From an optimization exercise on the open Yosys and OpenROAD flow, aimed at small area; shortcuts taken in it are not production practice. Function was checked by simulation only, so behaviour that the tests miss may differ from the original. Power is estimated from default activity; no workload was simulated.

==> design/flow/design.v <==
module vga_sync (
            input wire       clk,            
            input wire       reset,          
            output wire       hsync,          
            output wire       vsync,          
            output reg [9:0] x_px,           
            output reg [9:0] y_px,           
            output wire      activevideo,
            output wire      px_clk
         );
    assign px_clk = clk;
    parameter activeHvideo = 640;                
    parameter activeVvideo =  480;               
    parameter hfp = 24;                          
    parameter hpulse = 40;                       
    parameter hbp = 128;                         
    parameter vfp = 9;                           
    parameter vpulse = 3;                        
    parameter vbp = 28;                          
    localparam blackH = hfp + hpulse + hbp;       
    localparam blackV = vfp + vpulse + vbp;       
    localparam hpixels = blackH + activeHvideo;   
    localparam vlines = blackV + activeVvideo;    
    reg [9:0] hc;
    reg [9:0] vc;
    always @(posedge px_clk)
    begin
        if (reset == 0)
        begin
            hc <= 0;
            vc <= 0;
        end
        else
        if (hc < hpixels - 1)
            hc <= hc + 1;
        else
        begin
            hc <= 0;
            if (vc < vlines - 1)
            vc <= vc + 1;
        else
           vc <= 0;
        end
     end
    assign hsync = (hc >= hfp && hc < hfp + hpulse) ? 0:1;
    assign vsync = (vc >= vfp && vc < vfp + vpulse) ? 0:1;
    assign activevideo = (hc >= blackH && vc >= blackV) ? 1:0;
    always @(*)
    begin
        if (activevideo)
        begin
            x_px <= hc - blackH;
            y_px <= vc - blackV;
        end
        else
        begin
            x_px <= 0;
            y_px <= 0;
        end
     end
 endmodule
module timer_1us(
		 input wire clk_36MHz,
		 input wire reset,  
		 input wire en,
		 output reg q	       
		 );
   parameter PERIOD = 1;
   localparam CLK_FREQ = 36;  
   localparam MAX = (PERIOD * CLK_FREQ) - 1;
   reg [31:0] 				   count;
   always @(posedge clk_36MHz)
     begin
	if (reset == 0)
	  count <= 0;
	else if (en == 1) begin
	   if (count == MAX)
	     count <= 0;
	   else
	     count <= count + 1;
	end
	else
	  count <= 0;
	if (count == MAX)
	  q <= 1;
	else
	  q <= 0;
     end  
endmodule
module edge_detector_debouncer(
			       input wire clk_36MHz,
			       input wire reset,  
			       input wire enable,
			       input wire in,
			       output reg debounced	       
			       );   
   reg [1:0] 				  current_state;
   reg [1:0] 				  next_state;
   reg 					  counter_enabled;
   wire 				  timeout;
   parameter [1:0] not_detected = 2'b00;
   parameter [1:0] edge_detected = 2'b01;
   parameter [1:0] disabled = 2'b11;
   parameter [1:0] waiting = 2'b10;
   timer_1us  # (10) timer_1us1(
			.clk_36MHz(clk_36MHz),
			.reset(reset),
			.en(counter_enabled),
			.q(timeout)
			);
   always @(posedge clk_36MHz)
     begin
	if (reset == 0)	  
	  begin
	     current_state <= not_detected;	     
	  end
	else
	  begin
	     if (enable == 1)
	       begin
		  current_state <= next_state;
	       end
	  end  
     end  
   always @(current_state or in or timeout)
     begin
	next_state <= current_state;
	case (current_state)
	  not_detected:
	    begin
	       debounced <= 0;
	       counter_enabled <= 0;
	       if (in == 0)
		 next_state <= not_detected;
	       else
		 next_state <= edge_detected;
	    end	  
	  edge_detected:
	    begin
	       debounced <= 1;
	       counter_enabled <= 0;
	       next_state <= disabled;
	    end
	  disabled:
	    begin
	       debounced <= 0;
	       counter_enabled <= 1;
	       if (timeout == 1)
		 begin
		    if (in == 0)
		      next_state <= not_detected;
		    else
		      next_state <= waiting;
		 end
	    end  
	  waiting:
	    begin
	       debounced <= 0;
	       counter_enabled <= 0;
	       if (in == 0)
		 next_state <= not_detected;
	       else
		 next_state <= waiting;
	    end
	  default:
	    begin
	       debounced <= 0;
	       counter_enabled <= 0;
	       if (in == 0)
		 next_state <= not_detected;
	       else
		 next_state <= waiting;
	    end
	endcase
     end
endmodule
module ship(
	    input wire 	     clk_36MHz,
	    input wire 	     reset,  
	    input wire 	     left_debounced,
	    input wire 	     right_debounced,
	    input wire 	     enable,
	    output reg [4:0] ship_x
	    );   
   reg [20:0] 		     next_state;
   reg [20:0] 		     current_state;
   parameter [20:0] init = 21'b000000000000000000001;
   parameter [20:0] S0   = 21'b000000000000000000010;
   parameter [20:0] S1   = 21'b000000000000000000100;
   parameter [20:0] S2   = 21'b000000000000000001000;
   parameter [20:0] S3   = 21'b000000000000000010000;
   parameter [20:0] S4   = 21'b000000000000000100000;
   parameter [20:0] S5   = 21'b000000000000001000000;
   parameter [20:0] S6   = 21'b000000000000010000000;
   parameter [20:0] S7   = 21'b000000000000100000000;
   parameter [20:0] S8   = 21'b000000000001000000000;
   parameter [20:0] S9   = 21'b000000000010000000000;
   parameter [20:0] S10  = 21'b000000000100000000000;
   parameter [20:0] S11  = 21'b000000001000000000000;
   parameter [20:0] S12  = 21'b000000010000000000000;
   parameter [20:0] S13  = 21'b000000100000000000000;
   parameter [20:0] S14  = 21'b000001000000000000000;
   parameter [20:0] S15  = 21'b000010000000000000000;
   parameter [20:0] S16  = 21'b000100000000000000000;
   parameter [20:0] S17  = 21'b001000000000000000000;
   parameter [20:0] S18  = 21'b010000000000000000000;
   parameter [20:0] S19  = 21'b100000000000000000000;
   always @ (posedge clk_36MHz) begin
      current_state <= next_state;
   end
   always @(reset or left_debounced or right_debounced or enable or current_state) begin
      case (current_state)
	init : begin
	     if (reset == 0) begin
		  ship_x = 5;
		  next_state =  init;
	       end
	     else begin
		ship_x = 5;
		next_state = S5;
	     end
	  end
	S0 : begin  
	   if (reset == 0) begin
	      ship_x = 5;
	      next_state = init;
	   end
	   else if (right_debounced == 1) begin
	      ship_x = 1;
	      next_state = S1;
	   end
	   else begin
	      ship_x = 0;
	      next_state = S0;
	   end
	end
	S1 : begin
	   if (reset == 0) begin
	      ship_x = 5;
	      next_state = init;
	   end
	   else if (left_debounced == 1) begin
	      ship_x = 0;
	      next_state = S0;
	   end
	   else if (right_debounced == 1) begin
	      ship_x = 2;
	      next_state = S2;
	   end
	   else begin
	      ship_x = 1;
	      next_state = S1;
	   end
	end
	S2 : begin
	   if (reset == 0) begin
	      ship_x = 5;
	      next_state = init;
	   end
	   else if (left_debounced == 1) begin
	      ship_x = 1;
	      next_state = S1;
	   end
	   else if (right_debounced == 1) begin
	      ship_x = 3;
	      next_state = S3;
	   end
	   else begin
	      ship_x = 2;
	      next_state = S2;
	   end
	end
	S3 : begin
	   if (reset == 0) begin
	      ship_x = 5;
	      next_state = init;
	   end
	   else if (left_debounced == 1) begin
	      ship_x = 2;
	      next_state = S2;
	   end
	   else if (right_debounced == 1) begin
	      ship_x = 4;
	      next_state = S4;
	   end
	   else begin
	      ship_x = 3;
	      next_state = S3;
	   end
	end
	S4 : begin
	   if (reset == 0) begin
	      ship_x = 5;
	      next_state = init;
	   end
	   else if (left_debounced == 1) begin
	      ship_x = 3;
	      next_state = S3;
	   end
	   else if (right_debounced == 1) begin
	      ship_x = 5;
	      next_state = S5;
	   end
	   else begin
	      ship_x = 4;
	      next_state = S4;
	   end
	end
	S5 : begin
	   if (reset == 0) begin
	      ship_x = 5;
	      next_state = init;
	   end
	   else if (left_debounced == 1) begin
	      ship_x = 4;
	      next_state = S4;
	   end
	   else if (right_debounced == 1) begin
	      ship_x = 6;
	      next_state = S6;
	   end
	   else begin
	      ship_x = 5;
	      next_state = S5;
	   end
	end
	S6 : begin
	   if (reset == 0) begin
	      ship_x = 5;
	      next_state = init;
	   end
	   else if (left_debounced == 1) begin
	      ship_x = 6;
	      next_state = S5;
	   end
	   else if (right_debounced == 1) begin
	      ship_x = 7;
	      next_state = S7;
	   end
	   else begin
	      ship_x = 6;
	      next_state = S6;
	   end
	end
	S7 : begin
	   if (reset == 0) begin
	      ship_x = 5;
	      next_state = init;
	   end
	   else if (left_debounced == 1) begin
	      ship_x = 6;
	      next_state = S6;
	   end
	   else if (right_debounced == 1) begin
	      ship_x = 8;
	      next_state = S8;
	   end
	   else begin
	      ship_x = 7;
	      next_state = S7;
	   end
	end
	S8 : begin
	   if (reset == 0) begin
	      ship_x = 5;
	      next_state = init;
	   end
	   else if (left_debounced == 1) begin
	      ship_x = 7;
	      next_state = S7;
	   end
	   else if (right_debounced == 1) begin
	      ship_x = 9;
	      next_state = S9;
	   end
	   else begin
	      ship_x = 8;
	      next_state = S8;
	   end
	end
	S9 : begin
	   if (reset == 0) begin
	      ship_x = 5;
	      next_state = init;
	   end
	   else if (left_debounced == 1) begin
	      ship_x = 8;
	      next_state = S8;
	   end
	   else if (right_debounced == 1) begin
	      ship_x = 10;
	      next_state = S10;
	   end
	   else begin
	      ship_x = 9;
	      next_state = S9;
	   end
	end
	S10 : begin
	   if (reset == 0) begin
	      ship_x = 5;
	      next_state = init;
	   end
	   else if (left_debounced == 1) begin
	      ship_x = 9;
	      next_state = S9;
	   end
	   else if (right_debounced == 1) begin
	      ship_x = 11;
	      next_state = S11;
	   end
	   else begin
	      ship_x = 10;
	      next_state = S10;
	   end
	end
	S11 : begin
	   if (reset == 0) begin
	      ship_x = 5;
	      next_state = init;
	   end
	   else if (left_debounced == 1) begin
	      ship_x = 10;
	      next_state = S10;
	   end
	   else if (right_debounced == 1) begin
	      ship_x = 12;
	      next_state = S12;
	   end
	   else begin
	      ship_x = 11;
	      next_state = S11;
	   end
	end
	S12 : begin
	   if (reset == 0) begin
	      ship_x = 5;
	      next_state = init;
	   end
	   else if (left_debounced == 1) begin
	      ship_x = 11;
	      next_state = S11;
	   end
	   else if (right_debounced == 1) begin
	      ship_x = 13;
	      next_state = S13;
	   end
	   else begin
	      ship_x = 12;
	      next_state = S12;
	   end
	end
	S13 : begin
	   if (reset == 0) begin
	      ship_x = 5;
	      next_state = init;
	   end
	   else if (left_debounced == 1) begin
	      ship_x = 12;
	      next_state = S12;
	   end
	   else if (right_debounced == 1) begin
	      ship_x = 14;
	      next_state = S14;
	   end
	   else begin
	      ship_x = 13;
	      next_state = S13;
	   end
	end
	S14 : begin
	   if (reset == 0) begin
	      ship_x = 5;
	      next_state = init;
	   end
	   else if (left_debounced == 1) begin
	      ship_x = 13;
	      next_state = S13;
	   end
	   else if (right_debounced == 1) begin
	      ship_x = 15;
	      next_state = S15;
	   end
	   else begin
	      ship_x = 14;
	      next_state = S14;
	   end
	end
	S15 : begin
	   if (reset == 0) begin
	      ship_x = 5;
	      next_state = init;
	   end
	   else if (left_debounced == 1) begin
	      ship_x = 14;
	      next_state = S14;
	   end
	   else if (right_debounced == 1) begin
	      ship_x = 16;
	      next_state = S16;
	   end
	   else begin
	      ship_x = 15;
	      next_state = S15;
	   end
	end
	S16 : begin
	   if (reset == 0) begin
	      ship_x = 5;
	      next_state = init;
	   end
	   else if (left_debounced == 1) begin
	      ship_x = 15;
	      next_state = S15;
	   end
	   else if (right_debounced == 1) begin
	      ship_x = 17;
	      next_state = S17;
	   end
	   else begin
	      ship_x = 16;
	      next_state = S16;
	   end
	end
	S17 : begin
	   if (reset == 0) begin
	      ship_x = 5;
	      next_state = init;
	   end
	   else if (left_debounced == 1) begin
	      ship_x = 16;
	      next_state = S16;
	   end
	   else if (right_debounced == 1) begin
	      ship_x = 18;
	      next_state = S18;
	   end
	   else begin
	      ship_x = 17;
	      next_state = S17;
	   end
	end
	S18 : begin
	   if (reset == 0) begin
	      ship_x = 5;
	      next_state = init;
	   end
	   else if (left_debounced == 1) begin
	      ship_x = 17;
	      next_state = S17;
	   end
	   else if (right_debounced == 1) begin
	      ship_x = 19;
	      next_state = S19;
	   end
	   else begin
	      ship_x = 18;
	      next_state = S18;
	   end
	end
	S19 : begin  
	   if (reset == 0) begin
	      ship_x = 5;
	      next_state = init;
	   end
	   else if (left_debounced == 1)
	     begin
	      ship_x = 18;
	      next_state = S18;
	   end
	   else begin
	      ship_x = 19;
	      next_state = S19;
	   end
	end
	default : begin
	   ship_x = 5;
	   next_state = init;
	end
      endcase
   end  
endmodule
module bullet(
	    input wire 	     clk_36MHz,
	    input wire 	     reset,  
	    input wire 	     enable,
	    input wire 	     hit,
	    input wire 	     shoot,
	    input wire [4:0] ship_x,
	    output reg 	     bullet_flying,
	    output reg [4:0] bullet_x,
	    output reg [3:0] bullet_y
	    );
   timer_1us # (900) timer_1us1(
				 .clk_36MHz(clk_36MHz),
				 .reset(reset),
				 .en(1'b1),
				 .q(tick)
				 );
   always @(posedge clk_36MHz) begin
      if (reset == 0) begin
	 bullet_flying <= 0;
	 bullet_x <= 0;
	 bullet_y <= 14;
      end
      else begin
	 if (bullet_flying == 0) begin
	    if (shoot == 1) begin
	       bullet_flying <= 1;
	       bullet_x <= ship_x;
	       bullet_y <= 12;
	    end
	    else begin
	       bullet_flying <= 0;
	       bullet_x <= 0;
	       bullet_y <= bullet_y;
	    end
	 end
	 else begin 
	    if (hit == 1 || bullet_y == 0) begin
	       bullet_flying <= 0;
	       bullet_x <= 0;
	       bullet_y <= 15; 
	    end else if (tick) begin
	       bullet_flying <= bullet_flying;
	       bullet_x <= bullet_x;
	       bullet_y <= bullet_y - 1;
	    end
	    else begin
	       bullet_flying <= bullet_flying;
	       bullet_x <= bullet_x;
	       bullet_y <= bullet_y; 
	    end
	 end  
      end  
   end  
endmodule
module player(
	      input wire       clk_36MHz,
	      input wire       reset,
	      input wire       clear,
	      input wire       left,
	      input wire       right,
	      input wire       start,
	      input wire       shoot,
	      input wire       clear_score,
	      input wire       enable,
	      input wire       hit,
	      output wire [4:0] ship_x,
	      output wire       start_debounced,
	      output wire [4:0] bullet_x,
	      output wire [3:0] bullet_y,
	      output wire       bullet_flying,
	      output reg [7:0] score
	   );
   wire [4:0] 		       o_ship_x;
   wire [4:0] 		       o_bullet_x;
   wire [3:0] 		       o_bullet_y;
   edge_detector_debouncer left_debouncer(
					  .clk_36MHz(clk_36MHz),
					  .reset(reset),
					  .enable(enable),
					  .in(left),
					  .debounced(left_debounced)
					  );
   edge_detector_debouncer right_debouncer(
					   .clk_36MHz(clk_36MHz),
					   .reset(reset),
					   .enable(enable),
					   .in(right),
					   .debounced(right_debounced)
					   );
   edge_detector_debouncer start_debouncer(
					   .clk_36MHz(clk_36MHz),
					   .reset(reset),
					   .enable(enable),
					   .in(start),
					   .debounced(start_pulse)
					   );
   edge_detector_debouncer shoot_debouncer(
					   .clk_36MHz(clk_36MHz),
					   .reset(reset),
					   .enable(enable),
					   .in(shoot),
					   .debounced(shoot_debounced)
					   );
   ship ship1(
	      .clk_36MHz(clk_36MHz),
	      .reset(reset),
	      .left_debounced(left_debounced),
	      .right_debounced(right_debounced),
	      .enable(enable),
	      .ship_x(o_ship_x)
	      );
   bullet bullet1(
		  .clk_36MHz(clk_36MHz),
		  .reset(reset),
		  .enable(enable),
		  .hit(hit),
		  .shoot(shoot_debounced),
		  .ship_x(ship_x),
		  .bullet_flying(o_bullet_flying),
		  .bullet_x(o_bullet_x),
		  .bullet_y(o_bullet_y)
		  );
   assign start_debounced = start_pulse;
   assign ship_x = o_ship_x;
   assign bullet_flying = o_bullet_flying;
   assign bullet_x = o_bullet_x;
   assign bullet_y = o_bullet_y;
   always @(posedge clk_36MHz)
     begin
        if (reset == 0)
	  begin
	     score <= 0;
	  end
	else
	  begin
	     if (clear_score == 1)  
	       score <= 0;
	     else if (hit == 1)
	       score <= score + 1;
	  end
     end  
endmodule
module invaders(
		input wire 	  clk_36MHz,  
		input wire 	  reset,  
		input wire 	  start,
 		input wire [4:0]  bullet_x,
		input wire [3:0]  bullet_y,
		input wire [2:0]  level,
		output reg 	  hit,
		output reg [19:0] invaders_array,
		output reg [3:0]  invaders_line
		);   
   wire 			  tick1;
   parameter SPEED = 1000;
   timer_1us #(SPEED) speed_timer1(
			  .clk_36MHz(clk_36MHz),
			  .reset(reset),
			  .en(1'b1),
			  .q(tick1)
			  );
   wire tick2;
   timer_1us #(2000) speed_timer2(
			  .clk_36MHz(clk_36MHz),
			  .reset(reset),
			  .en(1'b1),
			  .q(tick2)
			  );   
   localparam RIGHT = 1'b1;
   localparam LEFT  = 1'b0;
   reg 			    direction, moving;
   reg [2:0] 		    state;
   always @(posedge clk_36MHz) begin
      if (reset == 0) begin
	 invaders_array <= 20'b00000000000111111111;
	 invaders_line <= 4'b0001;
	 moving <= 0;
	 direction <= LEFT;
	 hit <= 0;
	 state <= 1;
      end
      else if ((bullet_y == invaders_line + 1) && (invaders_array[bullet_x] == 1)) begin
	 hit <= 1;
	 invaders_array[bullet_x] <= 0;
      end
      else if (tick1 == 1) begin
	 if (invaders_array[19] == 1 && direction == LEFT) begin
	    invaders_line <= invaders_line + 1;
	    moving <= 1;
	    direction <= RIGHT;
	    state <= 2;
	 end
	 else if (invaders_array[0] == 1 && direction == RIGHT) begin
	    invaders_line <= invaders_line + 1;
	    moving <= 1;
	    direction <= LEFT;
	    state <= 3;
	 end
	 else if (direction == RIGHT) begin
	    invaders_array <= invaders_array>>1;
	    moving <= 1;
	    state <= 4;
	 end
	 else if (direction == LEFT) begin
	    invaders_array <= invaders_array<<1;
	    moving <= 1;
	    state <= 5;
	 end
	 else begin
	    invaders_array <= invaders_array;
	    invaders_line <= invaders_line;
	    moving <= moving;
	    direction <= direction;
	    state <= 6;
	    hit <= 0;
	 end
      end  
      else begin
	 invaders_array <= invaders_array;
	 invaders_line <= invaders_line;
	 moving <= moving;
	 direction <= direction;
	 state <= 7;
	 hit <= 0;
      end  
   end  
endmodule
module gameplay(
	       input wire 	 clk_36MHz,
	       input wire 	 reset,
	       input wire [19:0] invaders_array, 
	       input wire [3:0]  invaders_line,
	       output reg [1:0]  gameplay
	       );
   parameter PLAYING = 2'b00;
   parameter YOU_WIN = 2'b01;
   parameter GAME_OVER = 2'b10;
   always @(posedge clk_36MHz)
     begin
        if (reset == 0)
	  begin
	     gameplay <= PLAYING;
	  end
	else
	  begin
	     if (invaders_line == 13)  
	       gameplay <= GAME_OVER;
	     else if (invaders_array == 0)
	       gameplay <= YOU_WIN;
	  end
     end  
endmodule
module sprite_drawer(
		 input wire [9:0]  x,
		 input wire [9:0]  y,
		 input wire 	   reset,  
		 input wire [19:0] invaders_array,
		 input wire [3:0]  invaders_line,
		 input wire [4:0]  ship_x,
		 input wire [4:0]  bullet_x,
		 input wire [3:0]  bullet_y,
		 input wire 	   bullet_flying,
		 input wire [1:0]  gameplay,
		 output reg [2:0]  rgb 
		 );   
   wire [31 : 0] 		   invader [31 : 0];
   wire [31 : 0] 		   ship [31 : 0];
   wire [31:0] 			   bullet [0:31];
   wire [31:0] 			   smiley [0:31];
   wire [31:0] 			   sad [0:31];
   parameter PLAYING = 2'b00;
   parameter YOU_WIN = 2'b01;
   parameter GAME_OVER = 2'b10;
      assign invader[0] = 32'b00000000000000000000000000000000;
      assign invader[1] = 32'b00000000000000000000000000000000;
      assign invader[2] = 32'b00000000000000000000000000000000;
      assign invader[3] = 32'b00000000000000000000000000000000;
      assign invader[4] = 32'b00000000000000000000000000000000;
      assign invader[5] = 32'b00000000000000000000000000000000;
      assign invader[6] = 32'b00000000000000000000000000000000;
      assign invader[7] = 32'b00000000000000000000000000000000;
      assign invader[8] = 32'b00000000011000000000011000000000;
      assign invader[9] = 32'b00000000011000000000011000000000;
      assign invader[10] = 32'b00000000000110000001100000000000;
      assign invader[11] = 32'b00000000000110000001100000000000;
      assign invader[12] = 32'b00000000011111111111111000000000;
      assign invader[13] = 32'b00000000011111111111111000000000;
      assign invader[14] = 32'b00000001111001111110011110000000;
      assign invader[15] = 32'b00000001111001111110011110000000;
      assign invader[16] = 32'b00000111111111111111111111100000;
      assign invader[17] = 32'b00000111111111111111111111100000;
      assign invader[18] = 32'b00000110011111111111111001100000;
      assign invader[19] = 32'b00000110011111111111111001100000;
      assign invader[20] = 32'b00000110011000000000011001100000;
      assign invader[21] = 32'b00000110011000000000011001100000;
      assign invader[22] = 32'b00000000000111100111100000000000;
      assign invader[23] = 32'b00000000000111100111100000000000;
      assign invader[24] = 32'b00000000000000000000000000000000;
      assign invader[25] = 32'b00000000000000000000000000000000;
      assign invader[26] = 32'b00000000000000000000000000000000;
      assign invader[27] = 32'b00000000000000000000000000000000;
      assign invader[28] = 32'b00000000000000000000000000000000;
      assign invader[29] = 32'b00000000000000000000000000000000;
      assign invader[30] = 32'b00000000000000000000000000000000;
      assign invader[31] = 32'b00000000000000000000000000000000;
      assign ship[0] = 32'b00000000000000011000000000000000;
      assign ship[1] = 32'b00000000000000011000000000000000;
      assign ship[2] = 32'b00000000000000011000000000000000;
      assign ship[3] = 32'b00000000000000011000000000000000;
      assign ship[4] = 32'b00000000000001111110000000000000;
      assign ship[5] = 32'b00000000000001111110000000000000;
      assign ship[6] = 32'b00000000000001111110000000000000;
      assign ship[7] = 32'b00000000000001111110000000000000;
      assign ship[8] = 32'b00000001100001111110000110000000;
      assign ship[9] = 32'b00000001100001111110000110000000;
      assign ship[10] = 32'b00000001100001111110000110000000;
      assign ship[11] = 32'b00000001100001111110000110000000;
      assign ship[12] = 32'b00000001100111111111100110000000;
      assign ship[13] = 32'b00000001100111111111100110000000;
      assign ship[14] = 32'b00000001111111100111111110000000;
      assign ship[15] = 32'b00000001111111100111111110000000;
      assign ship[16] = 32'b01100001111110000001111110000110;
      assign ship[17] = 32'b01100001111110000001111110000110;
      assign ship[18] = 32'b01100001111110000001111110000110;
      assign ship[19] = 32'b01100001111110000001111110000110;
      assign ship[20] = 32'b01100001111111111111111110000110;
      assign ship[21] = 32'b01100001111111111111111110000110;
      assign ship[22] = 32'b01100111111111111111111111100110;
      assign ship[23] = 32'b01100111111111111111111111100110;
      assign ship[24] = 32'b01111111111111111111111111111110;
      assign ship[25] = 32'b01111111111111111111111111111110;
      assign ship[26] = 32'b01111110011111111111111001111110;
      assign ship[27] = 32'b01111110011111111111111001111110;
      assign ship[28] = 32'b01111000011110011001111000011110;
      assign ship[29] = 32'b01111000011110011001111000011110;
      assign ship[30] = 32'b01100000000000011000000000000110;
      assign ship[31] = 32'b01100000000000011000000000000110;
      assign bullet[0] = 32'b00000000000000111100000000000000;
      assign bullet[1] = 32'b00000000000001011110000000000000;
      assign bullet[2] = 32'b00000000000010101111000000000000;
      assign bullet[3] = 32'b00000000000110001111100000000000;
      assign bullet[4] = 32'b00000000001111111111110000000000;
      assign bullet[5] = 32'b00000000001111110011110000000000;
      assign bullet[6] = 32'b00000000011111110001111000000000;
      assign bullet[7] = 32'b00000000011111100001111000000000;
      assign bullet[8] = 32'b00000000011111110001111000000000;
      assign bullet[9] = 32'b00000000011111100001111000000000;
      assign bullet[10] = 32'b00000000011111100011111000000000;
      assign bullet[11] = 32'b00000000011111110011111000000000;
      assign bullet[12] = 32'b00000000011111111111111000000000;
      assign bullet[13] = 32'b00000000000000000000000000000000;
      assign bullet[14] = 32'b00000000010111111111111000000000;
      assign bullet[15] = 32'b00000000010111111111111000000000;
      assign bullet[16] = 32'b00000000000000000000000000000000;
      assign bullet[17] = 32'b00000000000000000000000000000000;
      assign bullet[18] = 32'b00000000000000000000000000000000;
      assign bullet[19] = 32'b00000000000000000000000000000000;
      assign bullet[20] = 32'b00000000000000000000000000000000;
      assign bullet[21] = 32'b00000000000000000000000000000000;
      assign bullet[22] = 32'b00000000000000000000000000000000;
      assign bullet[23] = 32'b00000000000000000000000000000000;
      assign bullet[24] = 32'b00000000000000000000000000000000;
      assign bullet[25] = 32'b00000000000000000000000000000000;
      assign bullet[26] = 32'b00000000000000000000000000000000;
      assign bullet[27] = 32'b00000000000000000000000000000000;
      assign bullet[28] = 32'b00000000000000000000000000000000;
      assign bullet[29] = 32'b00000000000000000000000000000000;
      assign bullet[30] = 32'b00000000000000000000000000000000;
      assign bullet[31] = 32'b00000000000000000000000000000000;
      assign smiley[0] = 32'b11111111111111111111111111111111;
      assign smiley[1] = 32'b11111111111111111111111111111111;
      assign smiley[2] = 32'b11111000000000000000000000011111;
      assign smiley[3] = 32'b11100000000000000000000000000111;
      assign smiley[4] = 32'b10000000000000000000000000000001;
      assign smiley[5] = 32'b10000000000000000000000000000001;
      assign smiley[6] = 32'b10000000000000000000000000000001;
      assign smiley[7] = 32'b10000000000000000000000000000001;
      assign smiley[8] = 32'b10000001111000000000011110000001;
      assign smiley[9] = 32'b10000001111000000000011110000001;
      assign smiley[10] = 32'b10000001111000000000011110000001;
      assign smiley[11] = 32'b10000001111000000000011110000001;
      assign smiley[12] = 32'b10000000000000000000000000000001;
      assign smiley[13] = 32'b10000000000000000000000000000001;
      assign smiley[14] = 32'b10000000000000000000000000000001;
      assign smiley[15] = 32'b10000000000000000000000000000001;
      assign smiley[16] = 32'b10000000000000000000000000000001;
      assign smiley[17] = 32'b10000000000000000000000000000001;
      assign smiley[18] = 32'b10000000000000000000000000000001;
      assign smiley[19] = 32'b10000110000000000000000001100001;
      assign smiley[20] = 32'b10000011000000000000000011000001;
      assign smiley[21] = 32'b10000001100000000000000110000001;
      assign smiley[22] = 32'b10000000110000000000001100000001;
      assign smiley[23] = 32'b10000000011000000000011000000001;
      assign smiley[24] = 32'b10000000000111111111110000000001;
      assign smiley[25] = 32'b10000000000000000000000000000001;
      assign smiley[26] = 32'b10000000000000000000000000000001;
      assign smiley[27] = 32'b10000000000000000000000000000001;
      assign smiley[28] = 32'b11100000000000000000000000000111;
      assign smiley[29] = 32'b11111000000000000000000000011111;
      assign smiley[30] = 32'b11111111111111111111111111111111;
      assign smiley[31] = 32'b11111111111111111111111111111111;
      assign sad[0] = 32'b11111111111111111111111111111111;
      assign sad[1] = 32'b11111111111111111111111111111111;
      assign sad[2] = 32'b11111000000000000000000000011111;
      assign sad[3] = 32'b11100000000000000000000000000111;
      assign sad[4] = 32'b10000000000000000000000000000001;
      assign sad[5] = 32'b10000000000000000000000000000001;
      assign sad[6] = 32'b10000000000000000000000000000001;
      assign sad[7] = 32'b10000000000000000000000000000001;
      assign sad[8] = 32'b10000001111000000000011110000001;
      assign sad[9] = 32'b10000001111000000000011110000001;
      assign sad[10] = 32'b10000001111000000000011110000001;
      assign sad[11] = 32'b10000001111000000000011110000001;
      assign sad[12] = 32'b10000000000000000000000000000001;
      assign sad[13] = 32'b10000000000000000000000000000001;
      assign sad[14] = 32'b10000000000000000000000000000001;
      assign sad[15] = 32'b10000000000000000000000000000001;
      assign sad[16] = 32'b10000000000000000000000000000001;
      assign sad[17] = 32'b10000000000000000000000000000001;
      assign sad[18] = 32'b10000000000000000000000000000001;
      assign sad[19] = 32'b10000000000000000000000000000001;
      assign sad[20] = 32'b10000000000111111111110000000001;
      assign sad[21] = 32'b10000000001100000000011000000001;
      assign sad[22] = 32'b10000000011000000000001100000001;
      assign sad[23] = 32'b10000000110000000000000110000001;
      assign sad[24] = 32'b10000001100000000000000011000001;
      assign sad[25] = 32'b10000011000000000000000001100001;
      assign sad[26] = 32'b10000000000000000000000000000001;
      assign sad[27] = 32'b10000000000000000000000000000001;
      assign sad[28] = 32'b11100000000000000000000000000111;
      assign sad[29] = 32'b11111000000000000000000000011111;
      assign sad[30] = 32'b11111111111111111111111111111111;
      assign sad[31] = 32'b11111111111111111111111111111111;
   parameter [2:0] 	   BLACK = 3'b000;
   parameter [2:0] 	   BLUE = 3'b001;
   parameter [2:0] 	   GREEN = 3'b010;
   parameter [2:0] 	   CYAN = 3'b011;
   parameter [2:0] 	   RED = 3'b100;
   parameter [2:0] 	   MAGENTA = 3'b101;
   parameter [2:0] 	   YELLOW = 3'b110;
   parameter [2:0] 	   WHITE = 3'b111;
   wire [4:0] 			   sprite_x = x[9:5];
   wire [3:0] 			   sprite_y = y[8:5];
   wire [4:0] 			   index_x = x[4:0];
   wire [4:0] 			   index_y = y[4:0];
   always @(*) begin
      if (reset == 1) begin
	 if (gameplay == YOU_WIN) begin
	    if (smiley[index_y][index_x] == 1)
	      rgb <= BLACK;
	    else
	      rgb <= YELLOW;
	 end
	 else if (gameplay == GAME_OVER) begin
	    if (sad[index_y][index_x] == 1)
	      rgb <= BLACK;
	    else
	      rgb <= RED;
	 end
	 else if (gameplay == PLAYING) begin
	    if (bullet_flying == 1 && (sprite_x == bullet_x) && (sprite_y == bullet_y)) begin
	       if (bullet[index_y][index_x] == 1)
		 rgb <= YELLOW;
	       else
		 rgb <= BLACK;
	    end
	    else if (sprite_x == ship_x && sprite_y == 13) begin
	       if (ship[index_y][index_x] == 1)
		 rgb <= RED;
	       else
		 rgb <= BLACK;
	    end
	    else if (sprite_y == invaders_line && invaders_array[sprite_x] == 1) begin
	       if (invader[index_y][index_x] == 1)
		 rgb <= MAGENTA;
	       else
		 rgb <= BLACK;
	    end
	    else
	      rgb <= BLACK;
	 end  
	 else
	   rgb <= BLACK;  
      end  
      else begin
	 if (sprite_x[0] ^ sprite_y[0] == 1)
	   rgb <= WHITE;
	 else rgb <= BLACK;
      end
   end  
endmodule
module space_invaders_top(
	   input wire  clk_12MHz,  
	   input wire  reset,  
	   input wire  left,
	   input wire  right,
	   input wire  shoot,
	   input wire  start,		  
	   output wire hsync,  
	   output wire vsync,  
	   output reg  red,    
	   output reg  green,  
	   output reg  blue    
	   );   
   wire 	       clk_36MHz;
   wire [2:0] 	       rgb;
   wire [9:0] 	       x;
   wire [9:0] 	       y;
   wire [4:0] 	       ship_x;
   wire [4:0] 	       bullet_x;
   wire [3:0] 	       bullet_y;
   wire [19:0] 	       invaders_array;
   wire [3:0] 	       invaders_line;
   wire 	       bullet_flying;
   wire 	       clear;
   wire 	       start_debounced;
   wire [7:0] 	       score;
   wire [1:0] 	       gameplay;
   wire 	       activevideo;
   wire 	       hit;
   wire 	       clear_score = 1'b0;
   wire [2:0] 	       level = 3'd0;
   assign clear = 1'b0;
vga_sync vga_sync1(
            .clk(clk_12MHz),            
            .reset(reset),
            .hsync(hsync),              
            .vsync(vsync),              
            .x_px(x),           
            .y_px(y),           
            .activevideo(activevideo),
            .px_clk(clk_36MHz)
         );
always @(posedge clk_36MHz)
begin
    if (activevideo)
        begin
        red   <= rgb[2];
        green <= rgb[1];
        blue  <= rgb[0];
        end
    else
        begin
        red   <= 0;
        green <= 0;
        blue  <= 0;
        end
end
   sprite_drawer sprite_drawer1(
				.x(x),
				.y(y),
				.reset(reset),
				.invaders_array(invaders_array),
				.invaders_line(invaders_line),
				.ship_x(ship_x),
				.bullet_x(bullet_x),
				.bullet_y(bullet_y),
				.bullet_flying(bullet_flying),
				.gameplay(gameplay),
				.rgb(rgb)
			  );
   gameplay gameplay1(
		      .clk_36MHz(clk_36MHz),
		      .reset(reset),
		      .invaders_array(invaders_array),
		      .invaders_line(invaders_line),
		      .gameplay(gameplay)
		      );
   player player1(
		  .clk_36MHz(clk_36MHz),
		  .reset(reset),
		  .clear(clear),
		  .left(left),
		  .right(right),
		  .start(start),
		  .shoot(shoot),
		  .clear_score(clear_score),
		  .enable(1'b1),
		  .hit(hit),
		  .ship_x(ship_x),
		  .start_debounced(start_debounced),
		  .bullet_x(bullet_x),
		  .bullet_y(bullet_y),
		  .bullet_flying(bullet_flying),
		  .score(score)
		  );
   invaders invaders1(
		      .clk_36MHz(clk_36MHz),
		      .reset(reset),
		      .start(start),
		      .bullet_x(bullet_x),
		      .bullet_y(bullet_y),
		      .level(level),
		      .hit(hit),
		      .invaders_array(invaders_array),
		      .invaders_line(invaders_line)
		      );
endmodule
==> design/flow/run.sh <==
#!/bin/bash
# synth_recipe.tcl (not shown) runs the flow's synth.tcl, then flattens the netlist and writes it again
# the make line also repeats each setting of config.mk as NAME=value (left out here)
make -C /OpenROAD-flow-scripts/flow DESIGN_CONFIG=/design/flow/config.mk WORK_HOME=/design/flow/orfs CLKGATE_MAP_FILE= SYNTH_SCRIPT=/design/flow/synth_recipe.tcl finish
==> design/flow/config.mk <==
export PLATFORM = sky130hd
export DESIGN_NAME = space_invaders_top
export DESIGN_NICKNAME = space_invaders_top
export VERILOG_FILES = /design/flow/design.v
export SDC_FILE = /design/flow/constraint.sdc
export NUM_CORES = 4
export LEC_CHECK = 0
export CAP_MARGIN = 20
export CORE_MARGIN = 2
export CORE_UTILIZATION = 40
export SLEW_MARGIN = 20
==> design/flow/constraint.sdc <==
create_clock -name core_clock -period 10.0 [get_ports {clk_12MHz}]
set_input_delay 2.0000 -clock core_clock [delete_from_list [all_inputs] [get_ports {clk_12MHz}]]
set_output_delay 2.0000 -clock core_clock [all_outputs]
set_load 0.01 [all_outputs]
==> flow_summary.ini <==
[setup_path]
crit_chain = clkinv_1 > ha_1 > nor2b_1 > or4_1 > clkdlybuf4s50_1
crit_start = vga_sync1.vc[0]$_SDFFE_PN0P_
crit_required_ns = 8.00
cp-start-kind = flop
cp_slowest_stage_delay_ns = 0.77
critical_path.slowest_cell = dfxtp_1
cp_max_fo = 19
r2r_setup_slack_ns = 5.67
timing.rr.start = vga_sync1.vc[3]$_SDFFE_PN0P_
crit_family = buffers and inverters
critPathBufInv = 2
cp-end-kind = primary output
crit_type = reg2out
arrival_ns = 3.14

[die]
die_x_um = 199
die-height_um = 199
core_um2 = 37500
floorplan.die_area_um2 = 39500
core.rowCount = 71
pin_count = 11
start_util_pct = 40.4

[grt]
antenna_found_initial = 0
grt_overflow_total = 0
track_usage_pct = 19.3
grt_pass1_vias = 13100
grt_max_degree = 42
grt_pass1_wl_mm = 65.0

[yosys]
syn-num-nets = 1989
ys_types = 92
syn_avg_cell_area_um2 = 7.73
synthCells = 1961
ys_seq_area_share_pct = 33.4
synthFlopType = dfxtp_1
synth_warnings = 19
async_flop_share_pct = 0
netlist_area_um2 = 15200
synth-seq-cells = 253
synth_edf_count = 0

[finish]
multi_input_area_um2 = 9530
layout_commonest_cell = nor2_1
syn2layout_area_growth_pct = 9.78
antenna_cells = 0
mostFrequentLayoutCells = 299 x nor2_1, 253 x dfxtp_1, 203 x nand2_1, 111 x xor2_1, 107 x nand3_1
drive_gt1_share_pct = 6.93
fillers = 3792
nNetsFinal = 1939
ff_latch_area_um2 = 5060
finalNonFillerCells = 2446

[power_and_ir_drop]
p_int_mw = 1.73
clock_power_share_pct = 48.5
p_seq_share_pct = 44.9
swShare_pct = 24.5
vdd_drop_max_mv = 0.137
p_switching_mw = 0.563
p_per_area_nw_per_um2 = 138
comb_power_share_pct = 6.6
finalPower_mw = 2.30
p_leak_nw = 5.61

[sta]
fin_tns_setup_ns = 0
fmax_mhz = 195
min_period_ns = 5.14
hold_violations = 0
rsz0062_at_grt = no
tightest_slew_ns = 0.995
maxSlewHeadroom_pct = 33.7
final_max_slew_viol_count = 0
fin_crit_sh_pct = 51.4
clock_skew_ns = 0.0301
timing.hold.ws_ns = 0.444
finalSetupViolCount = 0

[cts]
postCtsSetupRepairBufs = 0
clock-sinks = 253
insertion_delay_ns = 0.58
htree_levels = 1
post_cts_resized = 0
cts_tree = done
cts_hold_buf = 0
cts_buffers = 30
clk_path_buf_depth = 3
clockRootBuffer = clkbuf_16
path_clk_slew_ns = 0.06

[detailed_routing]
wl_mm = 37.5
drtIter0Drc = 1158
route.vias.total = 13900
drc = 0
drtAntennaViolNets = 0
dr.pass1.iters = 5
vias_per_cell = 5.67
wl_per_cell_um = 15.3

[min_path]
hold_start = player1.left_debouncer.timer_1us1.count[0]$_SDFF_PP0_
hp-class = reg2reg

[job]
max-cap-violations = 0

[placed_design]
place_inst = 2390
io_buffer_count = 9
gp_congestion = 0.925
dpl.hpwl_mm = 25.3

[outcome]
status = finished clean
## power groups by stage
stage / clock (mW) / combinational [mW] / sequential (mW)
3_3_place_gp: 0 / 0.149 / 1.05
3_5_place_dp: 0 / 0.149 / 1.05
5_1_grt: 1.19 / 0.169 / 1.03
2_1_floorplan: 0 / 0.119 / 1.05
6_report: 1.11 / 0.152 / 1.03
4_1_cts: 1.15 / 0.150 / 1.03
## worst paths after layout
check	to	depth (start not counted)
worst min-delay path	player1.left_debouncer.timer_1us1.count[0]$_SDFF_PP0_	1
worst max register to register	red$_SDFF_PP0_	14
worst min register to register	player1.left_debouncer.timer_1us1.count[0]$_SDFF_PP0_	1
worst max-delay path	vsync	5
## cell families (layout without fill, tap and decap cells)
logic type / Yosys count / count (layout) / synth area share, %
AND/OR/NAND/NOR: 981 / 981 / 32.9
AO/OA/AOI/OAI: 348 / 348 / 14.8
flip-flops: 253 / 253 / 33.4
XOR/XNOR: 179 / 179 / 10.4
buffers and inverters: 146 / 120 / 3.76
multiplexers: 30 / 30 / 2.67
adder cells (fa/ha/maj): 24 / 24 / 1.95
## layout make-up
type / instances / share of cell area, %
timing repair buffer: 30 / 1.46
tap: 511 / 3.84
sequential: 253 / 30.4
clock inverter: 17 / 1.19
multi-input combinational: 1562 / 57.3
clock buffer: 39 / 5.02
inverter: 34 / 0.767
## synth_stat cells, types with 5 or more instances
library cell,n,area (um2)
inv_1,30,113
a211oi_1,23,173
mux2i_1,18,180
a22oi_1,9,67.6
o21ai_0,85,425
o31ai_1,8,60.1
a2111oi_0,5,43.8
o211ai_1,23,173
nand2b_1,23,144
dfxtp_1,253,5060
clkbuf_1,80,300
o22ai_1,14,87.6
a21oi_1,92,460
and2_1,11,68.8
a31oi_1,17,106
nand3_1,107,536
buf_1,15,56.3
or4_1,9,67.6
ha_1,22,275
mux4_2,8,180
or3_1,28,175
nand2_1,203,762
nand3b_1,7,52.6
xnor2_1,67,587
nor3_2,5,50.1
nor2b_1,28,175
nor4_1,36,225
o32ai_1,9,78.8
and3_1,54,338
xor2_1,111,972
nand4b_1,7,61.3
nand4_1,46,288
buf_2,17,85.1
nor2_1,299,1120
a21o_1,5,37.5
nor4b_1,16,140
nor3_1,48,240
or2_2,6,37.5
and4_1,13,114
## per-stage QoR
stage                     setup slack [ns]  utilization (%)  cell area, um2
final                                 4.86             44.4           16600
after global routing                  4.76             44.4           16600
after CTS                             4.84             44.4           16600
after detailed placement              4.89             41.6           15600
after global placement                4.92             41.6           15600
after floorplan                       6.21                -           15200
## flip-flops by register name, indices dropped and copies added (netlist names), 2 cells and up
name,count
vga_sync1.vc,10
player1.left_debouncer.current_state,2
vga_sync1.hc,10
player1.shoot_debouncer.timer_1us1.count,32
player1.ship1.current_state,21
player1.right_debouncer.timer_1us1.count,32
invaders1.invaders_array,20
invaders1.invaders_line,4
player1.bullet1.timer_1us1.count,32
invaders1.speed_timer1.count,32
player1.right_debouncer.current_state,2
player1.bullet1.bullet_y,4
player1.bullet1.bullet_x,5
gameplay1.gameplay,2
player1.left_debouncer.timer_1us1.count,32
player1.shoot_debouncer.current_state,2
## layer usage
metal / vias up / global-route usage (%) / share of wire, %
li1: 6901 / - / -
met3: 109 / 2.46 / 5.6
met5: - / 0 / 0
met2: 436 / 31.4 / 44
met4: 0 / 6.88 / 3.3
met1: 6432 / 26.2 / 47

static timing again, ports no longer ideal:
The flow's constraints put no driver on any port. The routed layout listed below was extracted and timed again, unchanged, in two steps. Step 1: set_driving_cell puts a clkbuf_16 on clk_12MHz and a buf_2 on each other input, an assumption about the parent block. Step 2, shift: input delay + t, output delay - t, t = (earliest + latest rising clock arrival at the registers) / 2. This alone moves slack from input paths to output paths. Slacks: no drivers / after step 1 / after step 2; pairs: no drivers / after step 1.
shift t [ns]: 0.617
setup WS [ns]: 4.859 / 4.804 / 4.841
worst slew at a driven data input, ns: 0.05
After both steps this run still meets setup and hold. The setup slack of this run moves by -0.055 ns with the drivers and by -0.018 ns with both steps.
